From an optimization exercise on the open Yosys and OpenROAD flow, aimed at small area and a short achievable clock period; shortcuts taken in it are not production practice. Function was checked by simulation only, so behaviour that the tests miss may differ from the original. Power figures rest on the tool's default switching activity, not on a simulated workload.

==> config.mk <==
export PLATFORM = sky130hd
export DESIGN_NAME = filter
export DESIGN_NICKNAME = filter
export VERILOG_FILES = /design/flow/design.v
export SDC_FILE = /design/flow/constraint.sdc
export NUM_CORES = 4
export LEC_CHECK = 0
export ABC_CLOCK_PERIOD_IN_PS = 3000
export CAP_MARGIN = 20
export CORE_MARGIN = 2
export CORE_UTILIZATION = 40
export CTS_BUF_LIST = sky130_fd_sc_hd__clkbuf_8
export CTS_CLUSTER_DIAMETER = 60
export CTS_CLUSTER_SIZE = 14
export SLEW_MARGIN = 20
export SYNTH_HIERARCHICAL = 1
==> standard.sh <==
#!/bin/bash
# synth_recipe.tcl (not shown) runs the flow's synth.tcl, then flattens the netlist and writes it again
# the make line also repeats each setting of config.mk as NAME=value (left out here)
make -C /OpenROAD-flow-scripts/flow DESIGN_CONFIG=/design/flow/config.mk WORK_HOME=/design/flow/orfs CLKGATE_MAP_FILE= SYNTH_SCRIPT=/design/flow/synth_recipe.tcl "${@:-finish}"
==> design.v <==
`timescale 1ns / 1ps
module filter(
    clock,
    reset,
    Data_In,
    Data_Out
    );
    input clock,
          reset;
    input  [7:0] Data_In;
    output [16:0] Data_Out;
    reg  [7:0] x1;
    reg  [7:0] x2;
    reg  [7:0] x3;
    reg  [7:0] x4;
    reg  [7:0] x5;
    reg  [7:0] x6;
    reg  [7:0] x7;
    reg  [7:0] x8;
    reg  [7:0] x9;
    reg  [7:0] x10;
    reg  [7:0] x11;
    reg  [7:0] x12;
    reg  [7:0] x13;
    reg  [7:0] x14;
    reg  [7:0] x15;
    reg  [7:0] x16;
    reg  [7:0] x17;
    reg  [7:0] x18;
    reg  [7:0] x19;
    reg  [7:0] x20;
    reg  [7:0] x21;
    reg  [7:0] x22;
    reg  [7:0] x23;
    reg  [7:0] x24;
    reg  [7:0] x25;
    reg  [7:0] x26;
    reg  [7:0] x27;
    reg  [7:0] x28;
    reg  [7:0] x29;
    reg  [7:0] x30;
    reg  [4:0] age;      
    reg  [16:0] S;       
    always @(posedge clock) begin
        x1 <= reset ? 8'd0 : Data_In;
        x2 <= x1;
        x3 <= x2;
        x4 <= x3;
        x5 <= x4;
        x6 <= x5;
        x7 <= x6;
        x8 <= x7;
        x9 <= (reset || age < 5'd8) ? 8'd0 : x8;
        x10 <= reset ? 8'd0 : x9;
        x11 <= reset ? 8'd0 : x10;
        x12 <= reset ? 8'd0 : x11;
        x13 <= reset ? 8'd0 : x12;
        x14 <= reset ? 8'd0 : x13;
        x15 <= reset ? 8'd0 : x14;
        x16 <= reset ? 8'd0 : x15;
        x17 <= reset ? 8'd0 : x16;
        x18 <= reset ? 8'd0 : x17;
        x19 <= reset ? 8'd0 : x18;
        x20 <= reset ? 8'd0 : x19;
        x21 <= x20;
        x22 <= x21;
        x23 <= x22;
        x24 <= x23;
        x25 <= x24;
        x26 <= x25;
        x27 <= x26;
        x28 <= (reset || age < 5'd27) ? 8'd0 : x27;
        x29 <= reset ? 8'd0 : x28;
        x30 <= reset ? 8'd0 : x29;
        if (reset) age <= 5'd0;
        else if (age != 5'd31) age <= age + 5'd1;
    end
    wire s1;
    wire c2;
    wire s4;
    wire c5;
    wire s7;
    wire c8;
    wire s10;
    wire c11;
    wire s13;
    wire c14;
    wire s16;
    wire c17;
    wire s19;
    wire c20;
    wire s22;
    wire c23;
    wire s25;
    wire c26;
    wire s28;
    wire c29;
    wire s31;
    wire c32;
    wire s34;
    wire c35;
    wire s37;
    wire c38;
    wire s40;
    wire c41;
    wire s43;
    wire c44;
    wire s46;
    wire c47;
    wire s49;
    wire c50;
    wire s52;
    wire c53;
    wire s55;
    wire c56;
    wire s58;
    wire c59;
    wire n61;
    wire n62;
    wire n63;
    wire n64;
    wire n65;
    wire s66;
    wire c67;
    wire s69;
    wire c70;
    wire s72;
    wire c73;
    wire s75;
    wire c76;
    wire n78;
    wire n79;
    wire n80;
    wire n81;
    wire n82;
    wire s83;
    wire c84;
    wire s86;
    wire c87;
    wire s89;
    wire c90;
    wire s92;
    wire c93;
    wire s95;
    wire c96;
    wire s98;
    wire c99;
    wire s101;
    wire c102;
    wire s104;
    wire c105;
    wire s107;
    wire c108;
    wire s110;
    wire c111;
    wire s113;
    wire c114;
    wire s116;
    wire c117;
    wire s119;
    wire c120;
    wire s122;
    wire c123;
    wire s125;
    wire c126;
    wire s128;
    wire c129;
    wire s131;
    wire c132;
    wire s134;
    wire c135;
    wire s137;
    wire c138;
    wire s140;
    wire c141;
    wire s143;
    wire c144;
    wire s146;
    wire c147;
    wire s149;
    wire c150;
    wire s152;
    wire c153;
    wire s155;
    wire c156;
    wire s158;
    wire c159;
    wire s161;
    wire c162;
    wire s164;
    wire c165;
    wire s167;
    wire c168;
    wire s170;
    wire c171;
    wire s173;
    wire c174;
    wire s176;
    wire c177;
    wire s179;
    wire c180;
    wire s182;
    wire c183;
    wire s185;
    wire c186;
    wire s188;
    wire c189;
    wire s191;
    wire c192;
    wire s194;
    wire c195;
    wire s197;
    wire c198;
    wire s200;
    wire c201;
    wire s203;
    wire c204;
    wire s206;
    wire c207;
    wire s209;
    wire c210;
    wire s212;
    wire c213;
    wire s215;
    wire c216;
    wire s218;
    wire c219;
    wire s221;
    wire c222;
    wire s224;
    wire c225;
    wire s227;
    wire c228;
    wire s230;
    wire c231;
    wire s233;
    wire c234;
    wire s236;
    wire c237;
    wire s239;
    wire c240;
    wire s242;
    wire c243;
    wire s245;
    wire c246;
    wire s248;
    wire c249;
    wire s251;
    wire c252;
    wire s254;
    wire c255;
    wire s257;
    wire c258;
    wire s260;
    wire c261;
    wire s263;
    wire c264;
    wire s266;
    wire c267;
    wire s269;
    wire c270;
    wire s272;
    wire c273;
    wire s275;
    wire c276;
    wire s278;
    wire c279;
    wire s281;
    wire c282;
    wire s284;
    wire c285;
    wire s287;
    wire c288;
    wire s290;
    wire c291;
    wire s293;
    wire c294;
    wire s296;
    wire c297;
    wire s299;
    wire c300;
    wire s302;
    wire c303;
    wire s305;
    wire c306;
    wire s308;
    wire c309;
    wire s311;
    wire c312;
    wire s314;
    wire c315;
    wire s317;
    wire c318;
    wire s320;
    wire c321;
    wire s323;
    wire c324;
    wire s326;
    wire c327;
    wire s329;
    wire c330;
    wire s332;
    wire c333;
    wire s335;
    wire c336;
    wire s338;
    wire c339;
    wire s341;
    wire c342;
    wire s344;
    wire c345;
    wire s347;
    wire c348;
    wire s350;
    wire c351;
    wire s353;
    wire c354;
    wire s356;
    wire c357;
    wire s359;
    wire c360;
    wire s362;
    wire c363;
    wire s365;
    wire c366;
    wire s368;
    wire c369;
    wire s371;
    wire c372;
    wire s374;
    wire c375;
    wire s377;
    wire c378;
    wire s380;
    wire c381;
    wire s383;
    wire c384;
    wire s386;
    wire c387;
    wire s389;
    wire c390;
    wire s392;
    wire c393;
    wire s395;
    wire c396;
    wire s398;
    wire c399;
    wire s401;
    wire c402;
    wire s404;
    wire c405;
    wire s407;
    wire c408;
    wire s410;
    wire c411;
    wire s413;
    wire c414;
    wire s416;
    wire c417;
    wire s419;
    wire c420;
    wire s422;
    wire c423;
    wire s425;
    wire c426;
    wire s428;
    wire c429;
    wire s431;
    wire c432;
    wire s434;
    wire c435;
    wire s437;
    wire c438;
    wire s440;
    wire c441;
    wire s443;
    wire c444;
    wire s446;
    wire c447;
    wire s449;
    wire c450;
    wire s452;
    wire c453;
    wire s455;
    wire c456;
    wire s458;
    wire c459;
    wire s461;
    wire c462;
    wire s464;
    wire c465;
    wire s467;
    wire c468;
    wire s470;
    wire c471;
    wire s473;
    wire c474;
    wire s476;
    wire c477;
    wire s479;
    wire c480;
    wire s482;
    wire c483;
    wire s485;
    wire c486;
    wire s488;
    wire c489;
    wire s491;
    wire c492;
    wire s494;
    wire c495;
    wire s497;
    wire c498;
    wire s500;
    wire c501;
    wire s503;
    wire c504;
    wire s506;
    wire c507;
    wire s509;
    wire c510;
    wire s512;
    wire c513;
    wire s515;
    wire c516;
    wire s518;
    wire c519;
    wire s521;
    wire c522;
    wire s524;
    wire c525;
    wire s527;
    wire c528;
    wire s530;
    wire c531;
    wire s533;
    wire c534;
    wire s536;
    wire c537;
    wire s539;
    wire c540;
    wire s542;
    wire c543;
    wire s545;
    wire c546;
    wire s548;
    wire c549;
    wire s551;
    wire c552;
    wire s554;
    wire c555;
    wire s557;
    wire c558;
    wire s560;
    wire c561;
    wire s563;
    wire c564;
    wire s566;
    wire c567;
    wire s569;
    wire c570;
    wire s572;
    wire c573;
    wire s575;
    wire c576;
    wire s578;
    wire c579;
    wire s581;
    wire c582;
    wire s584;
    wire c585;
    wire s587;
    wire c588;
    wire s590;
    wire c591;
    wire s593;
    wire c594;
    wire s596;
    wire c597;
    wire s599;
    wire c600;
    wire s602;
    wire c603;
    wire s605;
    wire c606;
    wire s608;
    wire c609;
    wire s611;
    wire c612;
    wire s614;
    wire c615;
    wire s617;
    wire c618;
    wire s620;
    wire c621;
    wire s623;
    wire c624;
    wire s626;
    wire c627;
    wire s629;
    wire c630;
    wire s632;
    wire c633;
    wire s635;
    wire c636;
    wire s638;
    wire c639;
    wire s641;
    wire c642;
    wire s644;
    wire c645;
    wire s647;
    wire c648;
    wire s650;
    wire c651;
    wire s653;
    wire c654;
    wire s656;
    wire c657;
    wire s659;
    wire c660;
    wire s662;
    wire c663;
    wire s665;
    wire c666;
    wire s668;
    wire c669;
    wire s671;
    wire c672;
    wire s674;
    wire c675;
    wire s677;
    wire c678;
    wire s680;
    wire c681;
    wire s683;
    wire c684;
    fir_ha u3 (.a(x10[0]), .b(x19[0]), .s(s1), .co(c2));
    fir_fa u6 (.a(x10[1]), .b(x19[1]), .c(c2), .s(s4), .co(c5));
    fir_fa u9 (.a(x10[2]), .b(x19[2]), .c(c5), .s(s7), .co(c8));
    fir_ha u12 (.a(x10[3]), .b(x19[3]), .s(s10), .co(c11));
    fir_fa u15 (.a(x10[4]), .b(x19[4]), .c(c11), .s(s13), .co(c14));
    fir_fa u18 (.a(x10[5]), .b(x19[5]), .c(c14), .s(s16), .co(c17));
    fir_ha u21 (.a(x10[6]), .b(x19[6]), .s(s19), .co(c20));
    fir_fa u24 (.a(x10[7]), .b(x19[7]), .c(c20), .s(s22), .co(c23));
    fir_ha u27 (.a(x11[0]), .b(x18[0]), .s(s25), .co(c26));
    fir_fa u30 (.a(x11[1]), .b(x18[1]), .c(c26), .s(s28), .co(c29));
    fir_fa u33 (.a(x11[2]), .b(x18[2]), .c(c29), .s(s31), .co(c32));
    fir_ha u36 (.a(x11[3]), .b(x18[3]), .s(s34), .co(c35));
    fir_fa u39 (.a(x11[4]), .b(x18[4]), .c(c35), .s(s37), .co(c38));
    fir_fa u42 (.a(x11[5]), .b(x18[5]), .c(c38), .s(s40), .co(c41));
    fir_ha u45 (.a(x11[6]), .b(x18[6]), .s(s43), .co(c44));
    fir_fa u48 (.a(x11[7]), .b(x18[7]), .c(c44), .s(s46), .co(c47));
    fir_ha u51 (.a(x12[0]), .b(x17[0]), .s(s49), .co(c50));
    fir_fa u54 (.a(x12[1]), .b(x17[1]), .c(c50), .s(s52), .co(c53));
    fir_fa u57 (.a(x12[2]), .b(x17[2]), .c(c53), .s(s55), .co(c56));
    fir_fa u60 (.a(x12[3]), .b(x17[3]), .c(c56), .s(s58), .co(c59));
    assign n61 = ~s49;
    assign n62 = ~s52;
    assign n63 = ~s55;
    assign n64 = ~s58;
    assign n65 = ~c59;
    fir_ha u68 (.a(x12[4]), .b(x17[4]), .s(s66), .co(c67));
    fir_fa u71 (.a(x12[5]), .b(x17[5]), .c(c67), .s(s69), .co(c70));
    fir_fa u74 (.a(x12[6]), .b(x17[6]), .c(c70), .s(s72), .co(c73));
    fir_fa u77 (.a(x12[7]), .b(x17[7]), .c(c73), .s(s75), .co(c76));
    assign n78 = ~s66;
    assign n79 = ~s69;
    assign n80 = ~s72;
    assign n81 = ~s75;
    assign n82 = ~c76;
    fir_ha u85 (.a(x13[0]), .b(x16[0]), .s(s83), .co(c84));
    fir_fa u88 (.a(x13[1]), .b(x16[1]), .c(c84), .s(s86), .co(c87));
    fir_fa u91 (.a(x13[2]), .b(x16[2]), .c(c87), .s(s89), .co(c90));
    fir_fa u94 (.a(x13[3]), .b(x16[3]), .c(c90), .s(s92), .co(c93));
    fir_ha u97 (.a(x13[4]), .b(x16[4]), .s(s95), .co(c96));
    fir_fa u100 (.a(x13[5]), .b(x16[5]), .c(c96), .s(s98), .co(c99));
    fir_fa u103 (.a(x13[6]), .b(x16[6]), .c(c99), .s(s101), .co(c102));
    fir_fa u106 (.a(x13[7]), .b(x16[7]), .c(c102), .s(s104), .co(c105));
    fir_ha u109 (.a(x14[0]), .b(x15[0]), .s(s107), .co(c108));
    fir_fa u112 (.a(x14[1]), .b(x15[1]), .c(c108), .s(s110), .co(c111));
    fir_fa u115 (.a(x14[2]), .b(x15[2]), .c(c111), .s(s113), .co(c114));
    fir_fa u118 (.a(x14[3]), .b(x15[3]), .c(c114), .s(s116), .co(c117));
    fir_ha u121 (.a(x14[4]), .b(x15[4]), .s(s119), .co(c120));
    fir_fa u124 (.a(x14[5]), .b(x15[5]), .c(c120), .s(s122), .co(c123));
    fir_fa u127 (.a(x14[6]), .b(x15[6]), .c(c123), .s(s125), .co(c126));
    fir_fa u130 (.a(x14[7]), .b(x15[7]), .c(c126), .s(s128), .co(c129));
    fir_fa u133 (.a(x1[0]), .b(x28[0]), .c(x30[0]), .s(s131), .co(c132));
    fir_fa u136 (.a(s25), .b(s83), .c(s107), .s(s134), .co(c135));
    fir_fa1 u139 (.a(x1[1]), .b(x28[1]), .s(s137), .co(c138));
    fir_fa u142 (.a(x29[0]), .b(x30[1]), .c(x30[0]), .s(s140), .co(c141));
    fir_fa u145 (.a(n61), .b(c132), .c(s137), .s(s143), .co(c144));
    fir_fa u148 (.a(s140), .b(s28), .c(s86), .s(s146), .co(c147));
    fir_fa u151 (.a(s110), .b(c135), .c(s143), .s(s149), .co(c150));
    fir_fa u154 (.a(s146), .b(s149), .c(Data_In[0]), .s(s152), .co(c153));
    fir_fa u157 (.a(x1[2]), .b(x9[0]), .c(x20[0]), .s(s155), .co(c156));
    fir_fa u160 (.a(x28[2]), .b(x29[1]), .c(x30[2]), .s(s158), .co(c159));
    fir_fa u163 (.a(x30[1]), .b(s1), .c(s25), .s(s161), .co(c162));
    fir_fa u166 (.a(s83), .b(c138), .c(c141), .s(s164), .co(c165));
    fir_fa u169 (.a(s155), .b(s158), .c(s161), .s(s167), .co(c168));
    fir_fa u172 (.a(n62), .b(c144), .c(s164), .s(s170), .co(c171));
    fir_fa u175 (.a(c147), .b(s31), .c(s89), .s(s173), .co(c174));
    fir_fa u178 (.a(s113), .b(s167), .c(c150), .s(s176), .co(c177));
    fir_fa u181 (.a(s170), .b(s173), .c(s176), .s(s179), .co(c180));
    fir_fa u184 (.a(s179), .b(Data_In[1]), .c(c153), .s(s182), .co(c183));
    fir_fa u187 (.a(x1[3]), .b(x9[1]), .c(x20[1]), .s(s185), .co(c186));
    fir_fa u190 (.a(x28[3]), .b(x29[2]), .c(x30[3]), .s(s188), .co(c189));
    fir_fa u193 (.a(x30[2]), .b(s1), .c(s34), .s(s191), .co(c192));
    fir_fa u196 (.a(s107), .b(c156), .c(c159), .s(s194), .co(c195));
    fir_fa u199 (.a(s185), .b(s188), .c(s4), .s(s197), .co(c198));
    fir_fa u202 (.a(s28), .b(s86), .c(c162), .s(s200), .co(c201));
    fir_fa u205 (.a(s191), .b(c165), .c(s194), .s(s203), .co(c204));
    fir_fa u208 (.a(c32), .b(s197), .c(s200), .s(s206), .co(c207));
    fir_fa u211 (.a(c168), .b(n63), .c(c171), .s(s209), .co(c210));
    fir_fa u214 (.a(s203), .b(s92), .c(s116), .s(s212), .co(c213));
    fir_fa u217 (.a(c174), .b(s206), .c(c177), .s(s215), .co(c216));
    fir_fa u220 (.a(s209), .b(s212), .c(c180), .s(s218), .co(c219));
    fir_fa u223 (.a(s215), .b(Data_In[2]), .c(s218), .s(s221), .co(c222));
    fir_fa u226 (.a(x1[4]), .b(x9[2]), .c(x20[2]), .s(s224), .co(c225));
    fir_fa u229 (.a(x28[4]), .b(x29[3]), .c(x30[4]), .s(s227), .co(c228));
    fir_fa u232 (.a(x30[3]), .b(s25), .c(s95), .s(s230), .co(c231));
    fir_fa u235 (.a(s119), .b(c186), .c(c189), .s(s233), .co(c234));
    fir_fa u238 (.a(s224), .b(s227), .c(s4), .s(s236), .co(c237));
    fir_fa u241 (.a(s37), .b(s110), .c(c192), .s(s239), .co(c240));
    fir_fa u244 (.a(s230), .b(c195), .c(s233), .s(s242), .co(c243));
    fir_fa u247 (.a(c198), .b(c201), .c(s7), .s(s245), .co(c246));
    fir_fa u250 (.a(s31), .b(s89), .c(s236), .s(s248), .co(c249));
    fir_fa u253 (.a(s239), .b(c204), .c(s242), .s(s251), .co(c252));
    fir_fa u256 (.a(c93), .b(c117), .c(c207), .s(s254), .co(c255));
    fir_fa u259 (.a(s245), .b(n64), .c(s248), .s(s257), .co(c258));
    fir_fa u262 (.a(c210), .b(s251), .c(c213), .s(s260), .co(c261));
    fir_fa u265 (.a(s254), .b(s257), .c(c216), .s(s263), .co(c264));
    fir_fa u268 (.a(s260), .b(Data_In[3]), .c(c219), .s(s266), .co(c267));
    fir_fa u271 (.a(s263), .b(c222), .c(s266), .s(s269), .co(c270));
    fir_fa1 u274 (.a(x1[5]), .b(x9[3]), .s(s272), .co(c273));
    fir_fa u277 (.a(x20[3]), .b(x28[5]), .c(x29[4]), .s(s275), .co(c276));
    fir_fa u280 (.a(x30[5]), .b(x30[4]), .c(s10), .s(s278), .co(c279));
    fir_fa u283 (.a(s34), .b(s49), .c(s83), .s(s281), .co(c282));
    fir_fa u286 (.a(s107), .b(n78), .c(c225), .s(s284), .co(c285));
    fir_fa u289 (.a(c228), .b(s272), .c(s275), .s(s287), .co(c288));
    fir_fa u292 (.a(s28), .b(s98), .c(s122), .s(s290), .co(c291));
    fir_fa u295 (.a(c231), .b(s278), .c(s281), .s(s293), .co(c294));
    fir_fa u298 (.a(c234), .b(s284), .c(s287), .s(s296), .co(c297));
    fir_fa u301 (.a(c8), .b(c32), .c(c237), .s(s299), .co(c300));
    fir_fa u304 (.a(c240), .b(s7), .c(s40), .s(s302), .co(c303));
    fir_fa u307 (.a(s113), .b(s290), .c(s293), .s(s305), .co(c306));
    fir_fa u310 (.a(c243), .b(s296), .c(s92), .s(s308), .co(c309));
    fir_fa u313 (.a(c246), .b(s299), .c(n65), .s(s311), .co(c312));
    fir_fa u316 (.a(c249), .b(s302), .c(s305), .s(s314), .co(c315));
    fir_fa u319 (.a(c252), .b(c255), .c(s308), .s(s317), .co(c318));
    fir_fa u322 (.a(c258), .b(s311), .c(s314), .s(s320), .co(c321));
    fir_fa u325 (.a(c261), .b(s317), .c(Data_In[4]), .s(s323), .co(c324));
    fir_fa u328 (.a(c264), .b(s320), .c(s323), .s(s326), .co(c327));
    fir_fa u331 (.a(c267), .b(s326), .c(c270), .s(s329), .co(c330));
    fir_fa1 u334 (.a(x1[6]), .b(x9[4]), .s(s332), .co(c333));
    fir_fa u337 (.a(x20[4]), .b(x28[6]), .c(x29[5]), .s(s335), .co(c336));
    fir_fa u340 (.a(x30[6]), .b(x30[5]), .c(s10), .s(s338), .co(c339));
    fir_fa u343 (.a(s43), .b(s95), .c(c273), .s(s341), .co(c342));
    fir_fa u346 (.a(c276), .b(s332), .c(s335), .s(s344), .co(c345));
    fir_fa u349 (.a(s13), .b(s37), .c(s52), .s(s347), .co(c348));
    fir_fa u352 (.a(s86), .b(s110), .c(c279), .s(s350), .co(c351));
    fir_fa u355 (.a(c282), .b(s338), .c(n79), .s(s353), .co(c354));
    fir_fa u358 (.a(c285), .b(c288), .c(s341), .s(s356), .co(c357));
    fir_fa u361 (.a(s344), .b(c8), .c(c41), .s(s359), .co(c360));
    fir_fa u364 (.a(c291), .b(s31), .c(s101), .s(s362), .co(c363));
    fir_fa u367 (.a(s125), .b(s347), .c(s350), .s(s365), .co(c366));
    fir_fa u370 (.a(c294), .b(s353), .c(c297), .s(s368), .co(c369));
    fir_fa u373 (.a(s356), .b(c93), .c(c300), .s(s371), .co(c372));
    fir_fa u376 (.a(s116), .b(s359), .c(c303), .s(s374), .co(c375));
    fir_fa u379 (.a(s362), .b(c306), .c(s365), .s(s377), .co(c378));
    fir_fa u382 (.a(s368), .b(c309), .c(c312), .s(s380), .co(c381));
    fir_fa u385 (.a(s371), .b(s374), .c(c315), .s(s383), .co(c384));
    fir_fa u388 (.a(s377), .b(c318), .c(s380), .s(s386), .co(c387));
    fir_fa u391 (.a(Data_In[5]), .b(c321), .c(s383), .s(s389), .co(c390));
    fir_fa u394 (.a(c324), .b(s386), .c(s389), .s(s392), .co(c393));
    fir_fa u397 (.a(c327), .b(s392), .c(c330), .s(s395), .co(c396));
    fir_fa1 u400 (.a(x1[7]), .b(x9[5]), .s(s398), .co(c399));
    fir_fa u403 (.a(x20[5]), .b(x28[7]), .c(x29[6]), .s(s401), .co(c402));
    fir_fa u406 (.a(x30[7]), .b(x30[6]), .c(s34), .s(s404), .co(c405));
    fir_fa u409 (.a(s119), .b(c333), .c(c336), .s(s407), .co(c408));
    fir_fa u412 (.a(s398), .b(s401), .c(s13), .s(s410), .co(c411));
    fir_fa u415 (.a(s46), .b(s98), .c(c339), .s(s413), .co(c414));
    fir_fa u418 (.a(s404), .b(c342), .c(c345), .s(s416), .co(c417));
    fir_fa u421 (.a(s407), .b(c32), .c(c348), .s(s419), .co(c420));
    fir_fa u424 (.a(c351), .b(s16), .c(s40), .s(s422), .co(c423));
    fir_fa u427 (.a(s55), .b(s89), .c(s113), .s(s425), .co(c426));
    fir_fa u430 (.a(s410), .b(s413), .c(c354), .s(s428), .co(c429));
    fir_fa u433 (.a(n80), .b(c357), .c(s416), .s(s431), .co(c432));
    fir_fa u436 (.a(c117), .b(c360), .c(s104), .s(s434), .co(c435));
    fir_fa u439 (.a(s128), .b(c363), .c(s419), .s(s437), .co(c438));
    fir_fa u442 (.a(c366), .b(s422), .c(s425), .s(s440), .co(c441));
    fir_fa u445 (.a(s428), .b(c369), .c(s431), .s(s443), .co(c444));
    fir_fa u448 (.a(c372), .b(c375), .c(s434), .s(s446), .co(c447));
    fir_fa u451 (.a(c378), .b(s437), .c(s440), .s(s449), .co(c450));
    fir_fa u454 (.a(s443), .b(c381), .c(s446), .s(s452), .co(c453));
    fir_fa u457 (.a(Data_In[6]), .b(c384), .c(s449), .s(s455), .co(c456));
    fir_fa u460 (.a(c387), .b(s452), .c(c390), .s(s458), .co(c459));
    fir_fa u463 (.a(s455), .b(c393), .c(s458), .s(s461), .co(c462));
    fir_fa1 u466 (.a(x9[6]), .b(x20[6]), .s(s464), .co(c465));
    fir_fa u469 (.a(x29[7]), .b(x30[7]), .c(s19), .s(s467), .co(c468));
    fir_fa u472 (.a(s43), .b(c399), .c(c402), .s(s470), .co(c471));
    fir_fa u475 (.a(s464), .b(c47), .c(s37), .s(s473), .co(c474));
    fir_fa u478 (.a(s122), .b(c405), .c(s467), .s(s476), .co(c477));
    fir_fa u481 (.a(c408), .b(s470), .c(c17), .s(s479), .co(c480));
    fir_fa u484 (.a(c41), .b(c411), .c(c414), .s(s482), .co(c483));
    fir_fa u487 (.a(s16), .b(s101), .c(s473), .s(s485), .co(c486));
    fir_fa u490 (.a(s476), .b(c417), .c(c105), .s(s488), .co(c489));
    fir_fa u493 (.a(c129), .b(c420), .c(s58), .s(s491), .co(c492));
    fir_fa u496 (.a(s92), .b(s116), .c(s479), .s(s494), .co(c495));
    fir_fa u499 (.a(c423), .b(c426), .c(s482), .s(s497), .co(c498));
    fir_fa u502 (.a(n81), .b(c429), .c(s485), .s(s500), .co(c501));
    fir_fa u505 (.a(c432), .b(c435), .c(s488), .s(s503), .co(c504));
    fir_fa u508 (.a(c438), .b(c441), .c(s491), .s(s506), .co(c507));
    fir_fa u511 (.a(s494), .b(s497), .c(s500), .s(s509), .co(c510));
    fir_fa u514 (.a(c444), .b(c447), .c(s503), .s(s512), .co(c513));
    fir_fa u517 (.a(c450), .b(s506), .c(Data_In[7]), .s(s515), .co(c516));
    fir_fa u520 (.a(s509), .b(c453), .c(s512), .s(s518), .co(c519));
    fir_fa u523 (.a(c456), .b(s515), .c(s518), .s(s521), .co(c522));
    fir_fa u526 (.a(c459), .b(s521), .c(c462), .s(s524), .co(c525));
    fir_fa1 u529 (.a(x9[7]), .b(x20[7]), .s(s527), .co(c528));
    fir_fa u532 (.a(s19), .b(s66), .c(s95), .s(s530), .co(c531));
    fir_fa u535 (.a(s119), .b(c465), .c(s527), .s(s533), .co(c534));
    fir_fa u538 (.a(s22), .b(s46), .c(c468), .s(s536), .co(c537));
    fir_fa u541 (.a(s530), .b(c471), .c(s533), .s(s539), .co(c540));
    fir_fa u544 (.a(c17), .b(c474), .c(s40), .s(s542), .co(c543));
    fir_fa u547 (.a(s125), .b(s536), .c(c477), .s(s545), .co(c546));
    fir_fa u550 (.a(s539), .b(c59), .c(c93), .s(s548), .co(c549));
    fir_fa u553 (.a(c117), .b(c480), .c(c483), .s(s551), .co(c552));
    fir_fa u556 (.a(s104), .b(n82), .c(c486), .s(s554), .co(c555));
    fir_fa u559 (.a(s542), .b(s545), .c(c489), .s(s557), .co(c558));
    fir_fa u562 (.a(c492), .b(c495), .c(s548), .s(s560), .co(c561));
    fir_fa u565 (.a(c498), .b(s551), .c(c501), .s(s563), .co(c564));
    fir_fa u568 (.a(s554), .b(c504), .c(s557), .s(s566), .co(c567));
    fir_fa u571 (.a(c507), .b(s560), .c(c510), .s(s569), .co(c570));
    fir_fa u574 (.a(s563), .b(c513), .c(s566), .s(s572), .co(c573));
    fir_fa u577 (.a(c516), .b(s569), .c(c519), .s(s575), .co(c576));
    fir_fa u580 (.a(s572), .b(c522), .c(s575), .s(s578), .co(c579));
    fir_fa u583 (.a(s43), .b(c528), .c(c23), .s(s581), .co(c582));
    fir_fa u586 (.a(c47), .b(s22), .c(s69), .s(s584), .co(c585));
    fir_fa u589 (.a(s98), .b(s122), .c(c531), .s(s587), .co(c588));
    fir_fa u592 (.a(c534), .b(c41), .c(c537), .s(s590), .co(c591));
    fir_fa u595 (.a(s581), .b(s584), .c(s587), .s(s593), .co(c594));
    fir_fa u598 (.a(c540), .b(c105), .c(s128), .s(s596), .co(c597));
    fir_fa u601 (.a(c543), .b(s590), .c(c546), .s(s599), .co(c600));
    fir_fa u604 (.a(s593), .b(c549), .c(c552), .s(s602), .co(c603));
    fir_fa u607 (.a(c555), .b(s596), .c(s599), .s(s605), .co(c606));
    fir_fa u610 (.a(c558), .b(c561), .c(s602), .s(s608), .co(c609));
    fir_fa u613 (.a(c564), .b(s605), .c(c567), .s(s611), .co(c612));
    fir_fa u616 (.a(s608), .b(c570), .c(c573), .s(s614), .co(c615));
    fir_fa u619 (.a(s611), .b(s614), .c(c576), .s(s617), .co(c618));
    fir_fa1 u622 (.a(c23), .b(s46), .s(s620), .co(c621));
    fir_fa u625 (.a(c582), .b(c585), .c(c588), .s(s623), .co(c624));
    fir_fa u628 (.a(s72), .b(s101), .c(s125), .s(s626), .co(c627));
    fir_fa u631 (.a(s620), .b(c129), .c(c591), .s(s629), .co(c630));
    fir_fa u634 (.a(s623), .b(c594), .c(s626), .s(s632), .co(c633));
    fir_fa u637 (.a(c597), .b(c600), .c(s629), .s(s635), .co(c636));
    fir_fa u640 (.a(s632), .b(c603), .c(c606), .s(s638), .co(c639));
    fir_fa u643 (.a(s635), .b(c609), .c(s638), .s(s641), .co(c642));
    fir_fa u646 (.a(c612), .b(s641), .c(c615), .s(s644), .co(c645));
    fir_fa1 u649 (.a(c47), .b(c621), .s(s647), .co(c648));
    fir_fa u652 (.a(c624), .b(s75), .c(s104), .s(s650), .co(c651));
    fir_fa u655 (.a(s128), .b(c627), .c(s647), .s(s653), .co(c654));
    fir_fa u658 (.a(c630), .b(c633), .c(s650), .s(s656), .co(c657));
    fir_fa u661 (.a(s653), .b(c636), .c(s656), .s(s659), .co(c660));
    fir_fa u664 (.a(c639), .b(s659), .c(c642), .s(s662), .co(c663));
    fir_fa1 u667 (.a(c76), .b(c105), .s(s665), .co(c666));
    fir_fa u670 (.a(c129), .b(c648), .c(c651), .s(s668), .co(c669));
    fir_fa u673 (.a(s665), .b(c654), .c(c657), .s(s671), .co(c672));
    fir_fa u676 (.a(s668), .b(c660), .c(s671), .s(s674), .co(c675));
    fir_fa1 u679 (.a(c666), .b(c669), .s(s677), .co(c678));
    fir_fa u682 (.a(c672), .b(s677), .c(c675), .s(s680), .co(c681));
    fir_fa1 u685 (.a(c678), .b(c681), .s(s683), .co(c684));
    wire [16:0] rowA = {1'b1, s683, s680, c663, c645, c618, c579, c525, s524, c396, s395, s329, s269, c183, s182, s152, s131};
    wire [16:0] rowB = {c684, 1'b0, 1'b0, s674, s662, s644, s617, s578, 1'b0, s461, 1'b0, 1'b0, 1'b0, s221, 1'b0, 1'b0, s134};
    wire [16:0] S_next = rowA + rowB;
    always @(posedge clock) begin
        if (reset) S <= 17'd0;
        else       S <= S_next;
    end
    wire [9:0] oa, ob, og, op;
    wire [7:1] oe;
    fir_xor2 u_a0 (.a(S[0]), .b(Data_In[0]), .y(oa[0]));
    fir_pg1 u_pg1 (.s1(S[1]), .s0(S[0]), .d1(Data_In[1]), .d0(Data_In[0]), .p(op[1]), .g(og[1]));
    fir_pg u_pg2 (.s1(S[2]), .s0(S[1]), .d2(Data_In[2]), .d1(Data_In[1]), .d0(Data_In[0]), .p(op[2]), .g(og[2]));
    fir_pg u_pg3 (.s1(S[3]), .s0(S[2]), .d2(Data_In[3]), .d1(Data_In[2]), .d0(Data_In[1]), .p(op[3]), .g(og[3]));
    fir_pg u_pg4 (.s1(S[4]), .s0(S[3]), .d2(Data_In[4]), .d1(Data_In[3]), .d0(Data_In[2]), .p(op[4]), .g(og[4]));
    fir_pg u_pg5 (.s1(S[5]), .s0(S[4]), .d2(Data_In[5]), .d1(Data_In[4]), .d0(Data_In[3]), .p(op[5]), .g(og[5]));
    fir_pg u_pg6 (.s1(S[6]), .s0(S[5]), .d2(Data_In[6]), .d1(Data_In[5]), .d0(Data_In[4]), .p(op[6]), .g(og[6]));
    fir_pg u_pg7 (.s1(S[7]), .s0(S[6]), .d2(Data_In[7]), .d1(Data_In[6]), .d0(Data_In[5]), .p(op[7]), .g(og[7]));
    fir_pg8 u_pg8 (.s1(S[8]), .s0(S[7]), .d1(Data_In[7]), .d0(Data_In[6]), .p(op[8]), .g(og[8]));
    fir_pg9 u_pg9 (.s1(S[9]), .s0(S[8]), .d0(Data_In[7]), .p(op[9]), .g(og[9]));
    wire G0_2;
    fir_ao21 u_G0_2 (.a(og[2]), .b(op[2]), .c(og[1]), .y(G0_2));
    wire G0_4;
    fir_ao21 u_G0_4 (.a(og[4]), .b(op[4]), .c(og[3]), .y(G0_4));
    wire P0_4;
    fir_and2 u_P0_4 (.a(op[4]), .b(op[3]), .y(P0_4));
    wire G0_6;
    fir_ao21 u_G0_6 (.a(og[6]), .b(op[6]), .c(og[5]), .y(G0_6));
    wire P0_6;
    fir_and2 u_P0_6 (.a(op[6]), .b(op[5]), .y(P0_6));
    wire G0_8;
    fir_ao21 u_G0_8 (.a(og[8]), .b(op[8]), .c(og[7]), .y(G0_8));
    wire P0_8;
    fir_and2 u_P0_8 (.a(op[8]), .b(op[7]), .y(P0_8));
    wire G1_3;
    fir_ao21 u_G1_3 (.a(og[3]), .b(op[3]), .c(G0_2), .y(G1_3));
    wire G1_4;
    fir_ao21 u_G1_4 (.a(G0_4), .b(P0_4), .c(G0_2), .y(G1_4));
    wire G1_7;
    fir_ao21 u_G1_7 (.a(og[7]), .b(op[7]), .c(G0_6), .y(G1_7));
    wire P1_7;
    fir_and2 u_P1_7 (.a(op[7]), .b(P0_6), .y(P1_7));
    wire G1_8;
    fir_ao21 u_G1_8 (.a(G0_8), .b(P0_8), .c(G0_6), .y(G1_8));
    wire P1_8;
    fir_and2 u_P1_8 (.a(P0_8), .b(P0_6), .y(P1_8));
    wire G2_5;
    fir_ao21 u_G2_5 (.a(og[5]), .b(op[5]), .c(G1_4), .y(G2_5));
    wire G2_6;
    fir_ao21 u_G2_6 (.a(G0_6), .b(P0_6), .c(G1_4), .y(G2_6));
    wire G2_7;
    fir_ao21 u_G2_7 (.a(G1_7), .b(P1_7), .c(G1_4), .y(G2_7));
    wire G2_8;
    fir_ao21 u_G2_8 (.a(G1_8), .b(P1_8), .c(G1_4), .y(G2_8));
    wire G3_9;
    fir_ao21 u_G3_9 (.a(og[9]), .b(op[9]), .c(G2_8), .y(G3_9));
    wire [10:1] cy;   
    assign cy[1] = 1'b0;
    assign cy[2] = og[1];
    assign cy[3] = G0_2;
    assign cy[4] = G1_3;
    assign cy[5] = G1_4;
    assign cy[6] = G2_5;
    assign cy[7] = G2_6;
    assign cy[8] = G2_7;
    assign cy[9] = G2_8;
    assign cy[10] = G3_9;
    assign Data_Out[0] = oa[0];
    assign Data_Out[1] = op[1];
    fir_xor2 u_y2 (.a(op[2]), .b(cy[2]), .y(Data_Out[2]));
    fir_xor2 u_y3 (.a(op[3]), .b(cy[3]), .y(Data_Out[3]));
    fir_xor2 u_y4 (.a(op[4]), .b(cy[4]), .y(Data_Out[4]));
    fir_xor2 u_y5 (.a(op[5]), .b(cy[5]), .y(Data_Out[5]));
    fir_xor2 u_y6 (.a(op[6]), .b(cy[6]), .y(Data_Out[6]));
    fir_xor2 u_y7 (.a(op[7]), .b(cy[7]), .y(Data_Out[7]));
    fir_xor2 u_y8 (.a(op[8]), .b(cy[8]), .y(Data_Out[8]));
    fir_xor2 u_y9 (.a(op[9]), .b(cy[9]), .y(Data_Out[9]));
    wire [6:0] hi_inc = S[16:10] + 7'd1;
    fir_mux2 u_y10 (.a(S[10]), .b(hi_inc[0]), .s(cy[10]), .y(Data_Out[10]));
    fir_mux2 u_y11 (.a(S[11]), .b(hi_inc[1]), .s(cy[10]), .y(Data_Out[11]));
    fir_mux2 u_y12 (.a(S[12]), .b(hi_inc[2]), .s(cy[10]), .y(Data_Out[12]));
    fir_mux2 u_y13 (.a(S[13]), .b(hi_inc[3]), .s(cy[10]), .y(Data_Out[13]));
    fir_mux2 u_y14 (.a(S[14]), .b(hi_inc[4]), .s(cy[10]), .y(Data_Out[14]));
    fir_mux2 u_y15 (.a(S[15]), .b(hi_inc[5]), .s(cy[10]), .y(Data_Out[15]));
    fir_mux2 u_y16 (.a(S[16]), .b(hi_inc[6]), .s(cy[10]), .y(Data_Out[16]));
endmodule
module fir_pg(input s1, input s0, input d2, input d1, input d0, output p, output g);
    wire a = s1 ^ d2 ^ d1;
    wire b = (s0 & d1) | (s0 & d0) | (d1 & d0);
    assign p = a ^ b;
    assign g = a & b;
endmodule
module fir_pg1(input s1, input s0, input d1, input d0, output p, output g);
    wire a = s1 ^ d1 ^ d0;
    wire b = s0 & d0;
    assign p = a ^ b;
    assign g = a & b;
endmodule
module fir_pg8(input s1, input s0, input d1, input d0, output p, output g);
    wire a = s1 ^ d1;
    wire b = (s0 & d1) | (s0 & d0) | (d1 & d0);
    assign p = a ^ b;
    assign g = a & b;
endmodule
module fir_pg9(input s1, input s0, input d0, output p, output g);
    wire b = s0 & d0;
    assign p = s1 ^ b;
    assign g = s1 & b;
endmodule
module fir_xor2(input a, input b, output y);
    assign y = a ^ b;
endmodule
module fir_and2(input a, input b, output y);
    assign y = a & b;
endmodule
module fir_ao21(input a, input b, input c, output y);
    assign y = a | (b & c);
endmodule
module fir_mux2(input a, input b, input s, output y);
    assign y = s ? b : a;
endmodule
module fir_fa1(input a, input b, output s, output co);
    assign s = ~(a ^ b);
    assign co = a | b;
endmodule
module fir_fa(input a, input b, input c, output s, output co);
    assign s = a ^ b ^ c;
    assign co = (a & b) | (a & c) | (b & c);
endmodule
module fir_ha(input a, input b, output s, output co);
    assign s = a ^ b;
    assign co = a & b;
endmodule
==> flow/synth.tcl <==
# synth_recipe.tcl (the standard synthesis), except that full and half adder
# cells are extracted only in filter, fir_fa and fir_ha: the one-cell modules,
# of the output adder and its fir_pg* modules are left to ABC as they are.
proc synth {args} { yosys synth -nofsm -noshare {*}$args }
proc extract_fa {args} { yosys extract_fa {*}$args filter fir_fa fir_ha }
source $::env(SCRIPTS_DIR)/synth.tcl
# left out here: clear keep_hierarchy, flatten, clean up, hide names made inside functions, write 1_2_yosys.v
==> constraint.sdc <==
create_clock -name core_clock -period 12.5 [get_ports {clock}]
set_input_delay 2.5000 -clock core_clock [delete_from_list [all_inputs] [get_ports {clock}]]
set_output_delay 2.5000 -clock core_clock [all_outputs]
set_load 0.01 [all_outputs]
==> flow/run.sh <==
#!/bin/bash
# The standard layout (standard.sh) with four changes:
#  - synthesis runs flow/synth.tcl: synth_recipe.tcl, except that adder cells
#    are not extracted inside the output adder's small modules;
#  - the port buffers are sky130_fd_sc_hd__buf_2 cells;
#  - timing repair aims for more setup slack than config.mk may ask for;
#  - clock tree synthesis uses clkbuf_16 clusters of up to 30 sinks and
#    inserts no dummy loads.
# Logs: standard.log here; ORFS's own logs under orfs/logs.
set -euo pipefail
export SETUP_SLACK_MARGIN=5.7
export CTS_ARGS="-sink_clustering_enable -repair_clock_nets -dont_use_dummy_load -sink_clustering_size 30 -sink_clustering_max_diameter 80 -buf_list sky130_fd_sc_hd__clkbuf_16"
export BUFFER_PORTS_ARGS="-buffer_cell sky130_fd_sc_hd__buf_2"
sed "s#SYNTH_SCRIPT=[^ ]*#SYNTH_SCRIPT=$PWD/flow/synth.tcl#" standard.sh > own_standard.sh
grep -q "SYNTH_SCRIPT=$PWD/flow/synth.tcl" own_standard.sh
bash own_standard.sh > standard.log 2>&1
==> impl_metrics.ini, run 1 <==
[critical_path]
crit_start = Data_In[1]
startpoint_type = primary input
crit_fanout = 7
path_buf_inv = 2
slowest_stage = mux2_4
endpoint_kind = output pin
critPathCapture = Data_Out[13]
r2r_cells = 15
r2r_setup_slack_ns = 5.87
cp.required_ns = 10.00
critPathKind = in -> out
critPathMaxStageDelay_ns = 0.32
cp_common_cell = a21o_1
worstReg2RegEnd = S[15]
cp_num_cells = 10
critical-path-top-delay-family = compound AO/OA/AOI/OAI gates
reg2reg_from = x11[3]
crit_chain = buf_12 -> nand3b_1 -> o21ai_4 -> xnor2_2 -> a21o_1 -> a21o_1 -> a21o_1 -> a21o_4 -> mux2_4 -> buf_6
cp.arrival_ns = 4.32

[die]
die_x_um = 178
initial_core_util_pct = 40.7
die_h_um = 178
rows = 63
dieArea_um2 = 31800
design.portCount = 27
core-area_um2 = 29800

[final_layout]
layout-drive-gt1-share_pct = 10.3
final_nets = 1134
final_cell_mix = dfxtp_1 (262), fa_1 (201), nor2b_1 (120)
regMostFlops = S
area_growth_pct = 10.2
final_common_cell = dfxtp_1
largest_reg_flops = 17
antennaDiodeCount = 0
final_cell_count_no_fill = 1286

[global_route]
met3_usage_pct = 1.81
grt_pass1_wl_um = 34600
gr-usage-met1_pct = 21.1
grt.busiest_layer = met2
grt_max_degree = 82
first_global_vias = 6485
antenna_found_initial = 0
use_met2_pct = 22.8
grt-ovfl-total = 0
grt.total_usage_pct = 14.3

[timing]
max_freq_mhz = 147
slew_violations = 0
skew_ns = 0.0567
slew-limit-headroom_pct = 33.3
layout_min_cycle_time_ns = 6.82
hold_ws_ns = 0.314
rsz0062_at_grt = true
final-hold-violation-count = 0
period_share_pct = 54.6
fin_setup_tns_ns = 0
setup_viol = 0
tightestPinTransition_ns = 0.993

[synthesis]
ys_seq_area_share_pct = 43.2
synthCells = 860
async_reset_ff_share_pct = 0
synth_warnings = 7
ys_ff_latch = 262
synthFlopType = dfxtp_1
syn-num-nets = 1096
syn_area_per_cell_um2 = 14.1
synth.cell_area_um2 = 12100
ys_types = 50
synth_edf_count = 0

[clock_tree]
numCtsBuffers = 13
clock_latency_ns = 0.50
cts_root_buf = clkbuf_16
cts_buffer_depth = 3
cts_num_sinks = 262
path_clk_slew_ns = 0.10
cts_tree = built
htreeDepth = 1
hold_buffers = 0

[placement]
place.port_buffers = 26
hpwlAfterDp_um = 16800
place_congestion = 0.822
dp_cells = 1261

[flow_run]
maxCapViolations = 0

[status]
status = no timing/DRC/antenna violations

[detailed_routing]
vias = 5964
wl_per_cell_um = 16.5
drt_iter0_markers = 264
ant_nets = 0
route.detailed.drc = 0
drt-vias-per-instance = 4.64
drt_wl_total_um = 21200
first_pass_iters = 4

[power_and_ir_drop]
peakVddDrop_v = 0.0000686
powerDensity_nw_per_um2 = 124
power.total_mw = 1.66
p_leak_nw = 5.94

[worst_hold_path]
hp-class = reg -> reg
## power breakdown
| part | switching (mW) | internal, mW | total [mW] | leakage [nW] |
|---|---|---|---|---|
| Sequential | 0.0241 | 0.859 | 0.883 | 2.13 |
| Clock | 0.246 | 0.188 | 0.434 | 0.160 |
| Combinational | 0.166 | 0.174 | 0.340 | 3.64 |
## per-stage QoR
stage | cell area (µm²) | setup WS, ns | util, %
floorplan | 12100 | 5.92 | -
global placement | 12700 | 5.41 | 42.6
detailed placement | 12700 | 5.30 | 42.6
CTS | 13200 | 5.64 | 44.4
global route | 13400 | 5.61 | 44.9
finish | 13400 | 5.68 | 44.9
## cells in the mapped netlist (all sizes together), types with 12 or more instances
cell type    n  area (µm²)
xnor2       34         343
inv         12        45.0
and2        22         138
o21ai       18         116
fa         202        4040
nor2b      120         751
ha          24         300
nor2        21        78.8
xor2        18         158
dfxtp      262        5250
a21o        16         120
clkbuf      15        56.3
## modules after synthesis, one instance, submodules excluded, a selection
module / cells / cell area (µm²) / times used
fir_fa1: 2 / 15.0 / 11
fir_pg: 7 / 60.1 / 6
fir_pg1: 4 / 30.0 / 1
fir_xor2: 1 / 8.76 / 9
fir_ao21: 1 / 7.51 / 13
fir_mux2: 1 / 15.0 / 7
fir_pg8: 6 / 46.3 / 1
## worst register-to-register path, delay by kind of cell, from the launching register on
family	cells	cell delay, ns
flip-flops	1	0.34
AO/OA/AOI/OAI	2	0.76
AND/OR/NAND/NOR	1	0.20
multiplexers	1	0.31
adder cells (fa/ha/maj)	11	4.87
## cell type report
class                           instances  area (µm²)
Clock buffer                           13         325
Fill cell                            2681       16400
Inverter                               12        45.0
Multi-Input combinational cell        569        6920
Sequential cell                       262        5250
Tap cell                              390         488
Timing Repair Buffer                   40         360
## how the worst min path moves through the flow
stage | from | to | cells after the start
after detailed placement | x21[3] | x22[3] | 0
after CTS | x21[3] | x22[3] | 0
final | x21[3] | x22[3] | 0
after global placement | x25[6] | x26[6] | 0
after global routing | x21[3] | x22[3] | 0
after floorplan | x21[0] | x22[0] | 0
## kinds of logic after synthesis
kind of cell             share of synthesized area [%]
AO/OA/AOI/OAI                                     3.61
XOR/XNOR                                          4.12
adder cells (fa/ha/maj)                           35.8
buffers and inverters                            0.958
flip-flops                                        43.2
multiplexers                                      1.48
AND/OR/NAND/NOR                                   10.9
## metal layers
metal / vias to the layer above / share of wire (%) / wire [µm]
met1: 3086 / 48 / 10300
met3: 16 / 2.9 / 623
met4: 0 / 1.6 / 340
met5: - / 0 / 0
met2: 49 / 47 / 9960
li1: 2813 / - / -
## what timing repair did
action                                  4_1_cts  5_1_grt
resized for setup                            29       16
pin swaps                                     9       12
cloned                                        0        1
setup buffers                                 6        5
endpoints found under the setup margin        7        9
==> run 2, diff against run 1 <==
--- a/flow/run.sh
+++ b/flow/run.sh
@@ -8,7 +8,7 @@
 #    inserts no dummy loads.
 # Logs: standard.log here; ORFS's own logs under orfs/logs.
 set -euo pipefail
-export SETUP_SLACK_MARGIN=5.7
+export SETUP_SLACK_MARGIN=5.5
 export CTS_ARGS="-sink_clustering_enable -repair_clock_nets -dont_use_dummy_load -sink_clustering_size 30 -sink_clustering_max_diameter 80 -buf_list sky130_fd_sc_hd__clkbuf_16"
 export BUFFER_PORTS_ARGS="-buffer_cell sky130_fd_sc_hd__buf_2"
 sed "s#SYNTH_SCRIPT=[^ ]*#SYNTH_SCRIPT=$PWD/flow/synth.tcl#" standard.sh > own_standard.sh
==> run 2 against run 1 <==
  * Combinational power fell by 9.1%
  * Global-route usage fell by 0.13 points
  * Highest routed layer unchanged
  * Clock power barely moved
==> impl_metrics.ini, run 2 <==
[status]
status = no timing/DRC/antenna violations

[global_route]
grt_max_degree = 82
first_global_vias = 6412
grt_pass1_wl_um = 34300
antenna_found_initial = 0
grt-ovfl-total = 0
grt.total_usage_pct = 14.2

[placement]
place_congestion = 0.822
dpl-instance-area_um2 = 12700
place.port_buffers = 26
dp_cells = 1261
hpwlAfterDp_um = 16800

[timing]
period_share_pct = 55.3
setup_viol = 0
slew_violations = 0
layout_min_cycle_time_ns = 6.91
rsz0062_at_grt = false
tightestPinTransition_ns = 0.993
skew_ns = 0.0580
final-hold-violation-count = 0
fin_setup_tns_ns = 0
slew-limit-headroom_pct = 33.3
max_freq_mhz = 145

[detailed_routing]
drt_wl_total_um = 20900
vias = 5922
route.detailed.drc = 0
drt-vias-per-instance = 4.63
drt_iter0_markers = 277
first_pass_iters = 4
ant_nets = 0
wl_per_cell_um = 16.4

[clock_tree]
numCtsBuffers = 13
cts_num_sinks = 262
cts_buffer_depth = 3
htreeDepth = 1
cts_root_buf = clkbuf_16
path_clk_slew_ns = 0.10
cts_tree = built
clock_latency_ns = 0.50

[synthesis]
synth_top_family_by_area = adder cells
synth_warnings = 7
ys_seq_area_share_pct = 43.2
ys_ff_latch = 262
yosys-top-cells-count = dfxtp_1 (262), fa_1 (202), nor2b_1 (120)
syn_area_per_cell_um2 = 14.1
yosys-top-cells-area = dfxtp_1 (43%), fa_1 (33%), nor2b_1 (6.2%)
async_reset_ff_share_pct = 0
synth_edf_count = 0
ys_types = 50
yosys.area_share.simple_pct = 10.9
synthCells = 860
synth_mux_area_share_pct = 1.48
synth.cell_area_um2 = 12100
synth_top_area_share_pct = 43.2
synth-compound-area-share_pct = 3.61
synthAdderAreaFrac_pct = 35.8
synth_largest_area_cell = dfxtp_1
synth_xor_area_share_pct = 4.12
synthFlopType = dfxtp_1
yosysMostFrequentCell = dfxtp_1
syn-num-nets = 1096

[power_and_ir_drop]
peakVddDrop_v = 0.0000684
p_leak_nw = 5.85
powerDensity_nw_per_um2 = 124

[final_layout]
final_common_cell = dfxtp_1
nFillCells = 2702
largest_reg_flops = 17
area_growth_pct = 8.22
fin_area_um2 = 13100
final_util_pct = 44.1
layout-drive-gt1-share_pct = 9.00
final_nets = 1127
final_cell_mix = dfxtp_1 (262), fa_1 (202), nor2b_1 (120)
antennaDiodeCount = 0
final_cell_count_no_fill = 1279
regMostFlops = S
regArea_um2 = 5250
multiInputGateArea_um2 = 6840

[critical_path]
cp.required_ns = 10.00
cp.arrival_ns = 4.41
endpoint_kind = output pin
crit_fanout = 9
critPathKind = in -> out
r2r_setup_slack_ns = 5.87
startpoint_type = primary input

[die]
design.portCount = 27
die_h_um = 178
initial_core_util_pct = 40.7
core-area_um2 = 29800
rows = 63
dieArea_um2 = 31800
die_x_um = 178

[flow_run]
maxCapViolations = 0

[worst_hold_path]
hp-class = reg -> reg
run 2: metrics by stage:
| stage | power, mW | hold slack (ns) | worst slack (ns) |
|---|---|---|---|
| detailed placement | 1.20 | 0.312 | 5.30 |
| global route | 1.70 | 0.317 | 5.49 |
| CTS | 1.64 | 0.312 | 5.53 |
| finish | 1.62 | 0.313 | 5.59 |
| floorplan | 1.12 | 0.310 | 5.92 |
| global placement | 1.19 | 0.310 | 5.41 |
run 2: cells by family (layout without fill, tap and decap cells):
group / Yosys count / count (layout)
AO/OA/AOI/OAI: 57 / 57
XOR/XNOR: 52 / 52
adder cells (fa/ha/maj): 226 / 226
buffers and inverters: 29 / 58
flip-flops: 262 / 262
multiplexers: 14 / 14
AND/OR/NAND/NOR: 220 / 220
run 2: what timing repair did:
item                                    4_1_cts  5_1_grt
gates resized for setup                       2       14
endpoints found under the setup margin        7        7
pin swaps                                     1        8
cloned                                        0        0
buffers inserted                              1        4
hold buffers                                  0        0
run 2: metal layers:
layer,GRT usage [%],routed length [µm],up-vias
li1,-,-,2800
met1,21.1,10300,3063
met2,22.3,9780,43
met3,1.81,511,16
met4,2.78,340,0
met5,0,0,-
run 2: power by group:
part	switching (mW)	internal, mW
Combinational	0.160	0.149
Clock	0.246	0.188
Sequential	0.0217	0.859
Total	0.428	1.20
run 2: final cells by class:
cell class                 instances  area share (%)
clock buffer                      13            2.48
tap                              390            3.71
inverter                          12           0.343
multi-input combinational        569            52.1
timing repair buffer              33            1.49
sequential                       262            39.9
run 2: final timing paths:
path / startpoint / to / cells after the start
worst max-delay path: Data_In[5] / Data_Out[16] / 10
worst min-delay path: x21[3] / x22[3] / 0
worst max register to register: x11[3] / S[15] / 15
worst min register to register: x21[3] / x22[3] / 0
run 2: worst max-delay path, stage by stage:
cell	delay (ns)
buf_2	0.21
nand3b_1	0.18
o21ai_2	0.07
xnor2_1	0.16
a21o_1	0.23
a21o_1	0.16
a21o_1	0.18
a21o_4	0.27
mux2_4	0.30
buf_2	0.14
run 2: per-module statistics from Yosys, one instance, submodules excluded:
module	flip-flops and latches	cell area, µm²	copies in the design	cells inside
fir_mux2	0	15.0	7	1
fir_pg1	0	30.0	1	4
fir_and2	0	6.26	5	1
fir_fa1	0	15.0	11	2
fir_pg8	0	46.3	1	6
fir_fa	0	20.0	202	1
filter	262	7010	1	535
fir_ao21	0	7.51	13	1
fir_pg9	0	20.0	1	3
fir_xor2	0	8.76	9	1
fir_ha	0	12.5	12	1
fir_pg	0	60.1	6	7
==> run 3, diff against run 2 <==
--- a/config.mk
+++ b/config.mk
@@ -8,9 +8,7 @@
 export ABC_CLOCK_PERIOD_IN_PS = 3000
 export CAP_MARGIN = 20
 export CORE_MARGIN = 2
-export CORE_UTILIZATION = 40
-export CTS_BUF_LIST = sky130_fd_sc_hd__clkbuf_8
-export CTS_CLUSTER_DIAMETER = 60
-export CTS_CLUSTER_SIZE = 14
+export CORE_UTILIZATION = 60
+export PLACE_DENSITY = 0.7
 export SLEW_MARGIN = 20
 export SYNTH_HIERARCHICAL = 1
==> run 3 against run 2 <==
  * Highest routed layer unchanged
  * Clock-buffer cell count is the same
  * Die area fell by 33%
  * Largest cell class unchanged
  * Combinational power increased by 2%
  * Worst setup slack got worse by 0.039 ns
  * Utilization rose by 21 points
  * Via count rose by 2.6%
  * Worst hold slack got worse by 0.011 ns
  * Critical path type unchanged
  * Synthesized cell count did not move
  * Global-route usage rose by 7.2 points
  * Still clean on timing, DRC and antenna
  * Largest power group unchanged
  * Critical endpoint is now Data_Out[14]
  * Area after synthesis did not move
  * Critical path depth stayed put
==> impl_metrics.ini, run 3 <==
[status]
status = no timing/DRC/antenna violations

[critical_path]
critPathKind = in -> out
cp.arrival_ns = 4.45
cp.required_ns = 10.00
slowest_stage = mux2_4
crit_fanout = 9
worstReg2RegEnd = S[16]
startpoint_type = primary input
r2r_setup_slack_ns = 5.91
cp_common_cell = a21o_1
reg2reg_from = x11[3]
r2r_cells = 15
endpoint_kind = output pin
critPathMaxStageDelay_ns = 0.31
crit_chain = clkbuf_4 -> nand3b_1 -> o21ai_2 -> xnor2_2 -> a21o_1 -> a21o_1 -> a21o_1 -> a21o_4 -> mux2_4 -> buf_2

[synthesis]
yosys.area_share.simple_pct = 10.9
synth_largest_area_cell = dfxtp_1
yosys-top-cells-count = dfxtp_1 (262), fa_1 (202), nor2b_1 (120)
synth_top_area_share_pct = 43.2
syn_area_per_cell_um2 = 14.1
ys_ff_latch = 262
syn-num-nets = 1096
synthFlopType = dfxtp_1
synth_top_family_by_area = adder cells
synthCells = 860
synth-compound-area-share_pct = 3.61
synth_edf_count = 0
yosys-top-cells-area = dfxtp_1 (43%), fa_1 (33%), nor2b_1 (6.2%)
ys_types = 50
synth_warnings = 7
async_reset_ff_share_pct = 0
synthAdderAreaFrac_pct = 35.8
yosysMostFrequentCell = dfxtp_1
synth_mux_area_share_pct = 1.48
ys_seq_area_share_pct = 43.2
synth.cell_area_um2 = 12100
synth_xor_area_share_pct = 4.12

[die]
die_x_um = 146
rows = 52
die_h_um = 146
initial_core_util_pct = 60.6
dieArea_um2 = 21400
design.portCount = 27
core-area_um2 = 20000

[clock_tree]
cts_buffer_depth = 3
clock_latency_ns = 0.50
htreeDepth = 1
cts_tree = built
cts_root_buf = clkbuf_16
path_clk_slew_ns = 0.11
cts_num_sinks = 262
numCtsBuffers = 13

[timing]
fin_setup_tns_ns = 0
slew-limit-headroom_pct = 39.2
tightestPinTransition_ns = 0.906
setup_viol = 0
period_share_pct = 55.6
hold_ws_ns = 0.302
worst_slack_ns = 5.55
slew_violations = 0
layout_min_cycle_time_ns = 6.95
rsz0062_at_grt = false
final-hold-violation-count = 0
max_freq_mhz = 144
skew_ns = 0.0533

[final_layout]
antennaDiodeCount = 0
regArea_um2 = 5250
final_nets = 1126
largest_reg_flops = 17
layout-drive-gt1-share_pct = 8.56
final_cell_mix = dfxtp_1 (262), fa_1 (202), nor2b_1 (120)
multiInputGateArea_um2 = 6820
regMostFlops = S
area_growth_pct = 6.73
nFillCells = 1544
final_common_cell = dfxtp_1

[flow_run]
maxCapViolations = 0

[worst_hold_path]
worst_hold_path.num_cells = 0
min_to = x22[3]
hp-class = reg -> reg
hp-start = x21[3]

[global_route]
grt.total_usage_pct = 21.3
grt_pass1_wl_um = 35600
grt-ovfl-total = 0
grt_max_degree = 73
antenna_found_initial = 0
first_global_vias = 6920

[detailed_routing]
vias = 6078
wl_per_cell_um = 18.4
first_pass_iters = 4
ant_nets = 0
route.detailed.drc = 0
drt_iter0_markers = 260
drt-vias-per-instance = 5.25
drt_wl_total_um = 21300

[placement]
place_congestion = 0.850
place.port_buffers = 26
hpwlAfterDp_um = 17400
pre_cts_ws_ns = 5.31

[power_and_ir_drop]
powerDensity_nw_per_um2 = 126
p_leak_nw = 5.82
power.total_mw = 1.63
peakVddDrop_v = 0.0000953
==> run 3: cell counts after synthesis <==
Identical to the previous run, type by type.
==> run 3: how the worst max path moves through the flow <==
stage / start / to / depth (start not counted)
4_1_cts: Data_In[1] / Data_Out[14] / 10
5_1_grt: Data_In[1] / Data_Out[14] / 10
6_report: Data_In[1] / Data_Out[14] / 10
3_5_place_dp: Data_In[1] / Data_Out[14] / 10
2_1_floorplan: Data_In[0] / Data_Out[10] / 8
3_3_place_gp: Data_In[3] / Data_Out[16] / 10
==> run 3: area by class of cell <==
cell class,count,share of cell area (%)
clock buffers,13,2.51
well taps,270,2.61
repair buffers,32,1.45
flip-flops and latches,262,40.5
inverters,12,0.348
multi-input cells,569,52.6
==> run 3: power breakdown <==
| part | internal, mW | switching, mW |
|---|---|---|
| sequential | 0.859 | 0.0237 |
| clock | 0.188 | 0.245 |
| combinational | 0.151 | 0.165 |
| total | 1.20 | 0.433 |
==> run 3: Yosys stat by module, one instance, submodules excluded <==
module | cells | times used | cell area, µm² | flip-flops and latches
fir_fa1 | 2 | 11 | 15.0 | 0
fir_ao21 | 1 | 13 | 7.51 | 0
filter | 535 | 1 | 7010 | 262
fir_pg1 | 4 | 1 | 30.0 | 0
fir_and2 | 1 | 5 | 6.26 | 0
fir_pg9 | 3 | 1 | 20.0 | 0
fir_pg | 7 | 6 | 60.1 | 0
fir_mux2 | 1 | 7 | 15.0 | 0
fir_pg8 | 6 | 1 | 46.3 | 0
fir_fa | 1 | 202 | 20.0 | 0
fir_ha | 1 | 12 | 12.5 | 0
fir_xor2 | 1 | 9 | 8.76 | 0
==> run 3: cell families (layout without fill, tap and decap cells) <==
| family | Yosys count | count (layout) |
|---|---|---|
| buffers and inverters | 29 | 57 |
| AND/OR/NAND/NOR | 220 | 220 |
| XOR/XNOR | 52 | 52 |
| flip-flops | 262 | 262 |
| adder cells (fa/ha/maj) | 226 | 226 |
| multiplexers | 14 | 14 |
| AO/OA/AOI/OAI | 57 | 57 |
==> run 3: layer usage <==
| metal | GRT usage [%] | share of wire (%) | wire [µm] | vias to the layer above |
|---|---|---|---|---|
| met4 | 4.85 | 2.3 | 489 | 0 |
| met2 | 36.5 | 52 | 11000 | 63 |
| li1 | - | - | - | 2790 |
| met1 | 29.7 | 43 | 9260 | 3198 |
| met3 | 2.63 | 2.8 | 590 | 27 |
| met5 | 0 | 0 | 0 | - |
==> run 3: critical path: cells and delay by family <==
kind                      cells  cell delay [ns]
AOI/OAI and AO/OA             5             1.00
xor gates and xnor gates      1             0.11
buffers and inverters         2             0.30
muxes                         1             0.31
and+or+nand+nor               1             0.21
==> run 3: metrics by stage <==
stage / cell area, µm² / utilization [%] / cells
after floorplan: 12100 / - / 860
final: 13000 / 64.7 / 1158
after detailed placement: 12600 / 62.7 / 1141
after global placement: 12600 / 62.7 / 1141
after global routing: 13000 / 64.7 / 1158
after CTS: 12900 / 64.4 / 1155
==> run 3: repair_timing <==
item	CTS	global route
gates resized for setup	2	8
setup buffers	1	3
setup endpoints to repair	7	7
pin swaps	1	5
hold buffers	0	0
==> run 4, diff against run 3 <==
--- a/config.mk
+++ b/config.mk
@@ -8,7 +8,7 @@
 export ABC_CLOCK_PERIOD_IN_PS = 3000
 export CAP_MARGIN = 20
 export CORE_MARGIN = 2
-export CORE_UTILIZATION = 60
-export PLACE_DENSITY = 0.7
+export CORE_UTILIZATION = 75
+export PLACE_DENSITY = 0.85
 export SLEW_MARGIN = 20
 export SYNTH_HIERARCHICAL = 1
==> run 4 against run 3 <==
  * Still clean on timing, DRC and antenna
  * Via count is 3.3% higher
  * Clock skew shrank 0.0094 ns
  * Global-route usage rose by 6.7 points
  * Cell count shrank 5.0%
  * Flip-flop and latch count did not move
  * Worst hold slack improved by 0.025 ns
  * Critical path depth stayed put
  * Largest power group unchanged
==> impl_metrics.ini, run 4 <==
[status]
status = no timing/DRC/antenna violations

[critical_path]
endpoint_kind = output pin
critPathKind = in -> out
r2r_cells = 15
worstReg2RegEnd = S[16]
r2r_setup_slack_ns = 5.92
crit_start = Data_In[2]
startpoint_type = primary input
cp.arrival_ns = 4.41
crit_fanout = 9
cp.required_ns = 10.00

[synthesis]
ys_ff_latch = 262
synth_largest_area_cell = dfxtp_1
yosysMostFrequentCell = dfxtp_1
yosys-top-cells-area = dfxtp_1 (43%), fa_1 (33%), nor2b_1 (6.2%)
synth_edf_count = 0
synthCells = 860
synth_top_area_share_pct = 43.2
yosys-top-cells-count = dfxtp_1 (262), fa_1 (202), nor2b_1 (120)
syn-num-nets = 1096
synthFlopType = dfxtp_1
synth_warnings = 7
ys_seq_area_share_pct = 43.2

[detailed_routing]
route.detailed.drc = 0
wl_per_cell_um = 20.5
drt-vias-per-instance = 5.71
ant_nets = 0

[clock_tree]
cts_num_sinks = 262
htreeDepth = 1
cts_tree = built
cts_root_buf = clkbuf_16
numCtsBuffers = 13

[timing]
setup_viol = 0
period_share_pct = 55.3
fin_setup_tns_ns = 0
max_freq_mhz = 145
tightestPinTransition_ns = 0.901
skew_ns = 0.0438
final-hold-violation-count = 0
layout_min_cycle_time_ns = 6.91

[die]
rows = 46
die_h_um = 131
design.portCount = 27
core-area_um2 = 15800
die_x_um = 131
initial_core_util_pct = 76.7

[global_route]
grt_max_degree = 88
gr-usage-met1_pct = 36.6
first_global_vias = 7201
met3_usage_pct = 3.09
grt_pass1_wl_um = 37300
grt-ovfl-total = 0
use_met2_pct = 50.1
grt.total_usage_pct = 28.0
grt.busiest_layer = met2

[final_layout]
area_growth_pct = 5.96
final_common_cell = dfxtp_1
largest_reg_flops = 17
regMostFlops = S
final_cell_mix = dfxtp_1 (262), fa_1 (202), nor2b_1 (120)
layout-drive-gt1-share_pct = 8.26
antennaDiodeCount = 0
final_nets = 1122

[placement]
place.port_buffers = 26
place_congestion = 0.866
hpwlAfterDp_um = 17200

[power_and_ir_drop]
peakVddDrop_v = 0.000116
powerDensity_nw_per_um2 = 126
power.total_mw = 1.62

[worst_hold_path]
hp-class = reg -> reg

[flow_run]
maxCapViolations = 0
==> run 4: cell types whose count changed in the layout (fill, tap and decap cells not counted) <==
| cell | delta |
|---|---|
| a311oi_2 | +1 |
| xnor2_2 | -1 |
| buf_4 | -4 |
| buf_2 | +1 |
| a311oi_1 | -1 |
| a21o_4 | +1 |
| a21o_1 | -1 |
| clkbuf_4 | -1 |
| xnor2_1 | +1 |
==> run 4: per-stage QoR <==
| stage | setup slack, ns | std cells | utilization, % | cell area [µm²] |
|---|---|---|---|---|
| final | 5.59 | 1100 | 81.3 | 12900 |
| after global placement | 5.48 | 1086 | 78.9 | 12500 |
| after CTS | 5.52 | 1099 | 81.0 | 12800 |
| after global routing | 5.50 | 1100 | 81.3 | 12900 |
| after detailed placement | 5.35 | 1086 | 78.9 | 12500 |
| after floorplan | 5.92 | 860 | - | 12100 |
==> run 4: kinds of logic after synthesis <==
kind of cell	share of synthesized area [%]
and+or+nand+nor	10.9
DFF	43.2
buffers and inverters	0.958
muxes	1.48
xor gates and xnor gates	4.12
AOI/OAI and AO/OA	3.61
adders and majority gates	35.8
==> run 4: critical path, stage by stage <==
cell      delay (ns)
clkbuf_4        0.17
nand3b_1        0.21
o21ai_2         0.09
xnor2_1         0.12
and2_1          0.18
a21o_4          0.25
a21o_1          0.19
a21o_4          0.26
mux2_4          0.30
buf_2           0.14
==> run 4: power breakdown <==
part	internal [mW]	switching, mW
Sequential	0.859	0.0226
Clock	0.188	0.243
Combinational	0.146	0.164
Total	1.19	0.430
==> run 4: routing by layer <==
metal	routed length [µm]	part of all wire [%]	vias to the layer above
li1	-	-	2785
met1	8960	40	3300
met2	12100	54	138
met3	702	3.1	54
met4	738	3.3	0
met5	0	0	-
==> run 4: what timing repair did <==
action	CTS	global route
pin swaps	0	1
setup buffers	0	1
resized for setup	2	8
endpoints found under the setup margin	7	9
hold buffers	0	0
==> run 4: final cells by class <==
cell class                 count  area [µm²]
fill                         825        2960
tap                          216         270
multi-input combinational    569        6820
sequential                   262        5250
timing repair buffer          28         155
inverter                      12        45.0
clock buffer                  13         325
==> run 4: per-module statistics from Yosys (local to each module, per instance) <==
module | cells inside | flops+latches | times used
fir_ao21 | 1 | 0 | 13
fir_pg8 | 6 | 0 | 1
fir_pg9 | 3 | 0 | 1
fir_fa | 1 | 0 | 202
fir_pg | 7 | 0 | 6
filter | 535 | 262 | 1
fir_fa1 | 2 | 0 | 11
fir_mux2 | 1 | 0 | 7
fir_pg1 | 4 | 0 | 1
fir_and2 | 1 | 0 | 5
fir_xor2 | 1 | 0 | 9
fir_ha | 1 | 0 | 12
==> run 4: worst min path at each step <==
| stage | from | to | slack, ns | depth (start not counted) |
|---|---|---|---|---|
| global placement | x25[7] | x26[7] | 0.31 | 0 |
| finish | x26[7] | x27[7] | 0.33 | 0 |
| CTS | x26[7] | x27[7] | 0.33 | 0 |
| detailed placement | x21[2] | x22[2] | 0.31 | 0 |
| floorplan | x21[0] | x22[0] | 0.31 | 0 |
| global route | x26[6] | x27[6] | 0.34 | 0 |

Re-timed with assumed drivers on the ports (clkbuf_16 on the clock, buf_2 on other inputs), run 4 has 5.556 ns of setup slack against 5.585 ns with ideal ports, and 5.556 ns once port delays also move by the mid clock arrival of 0.505 ns.
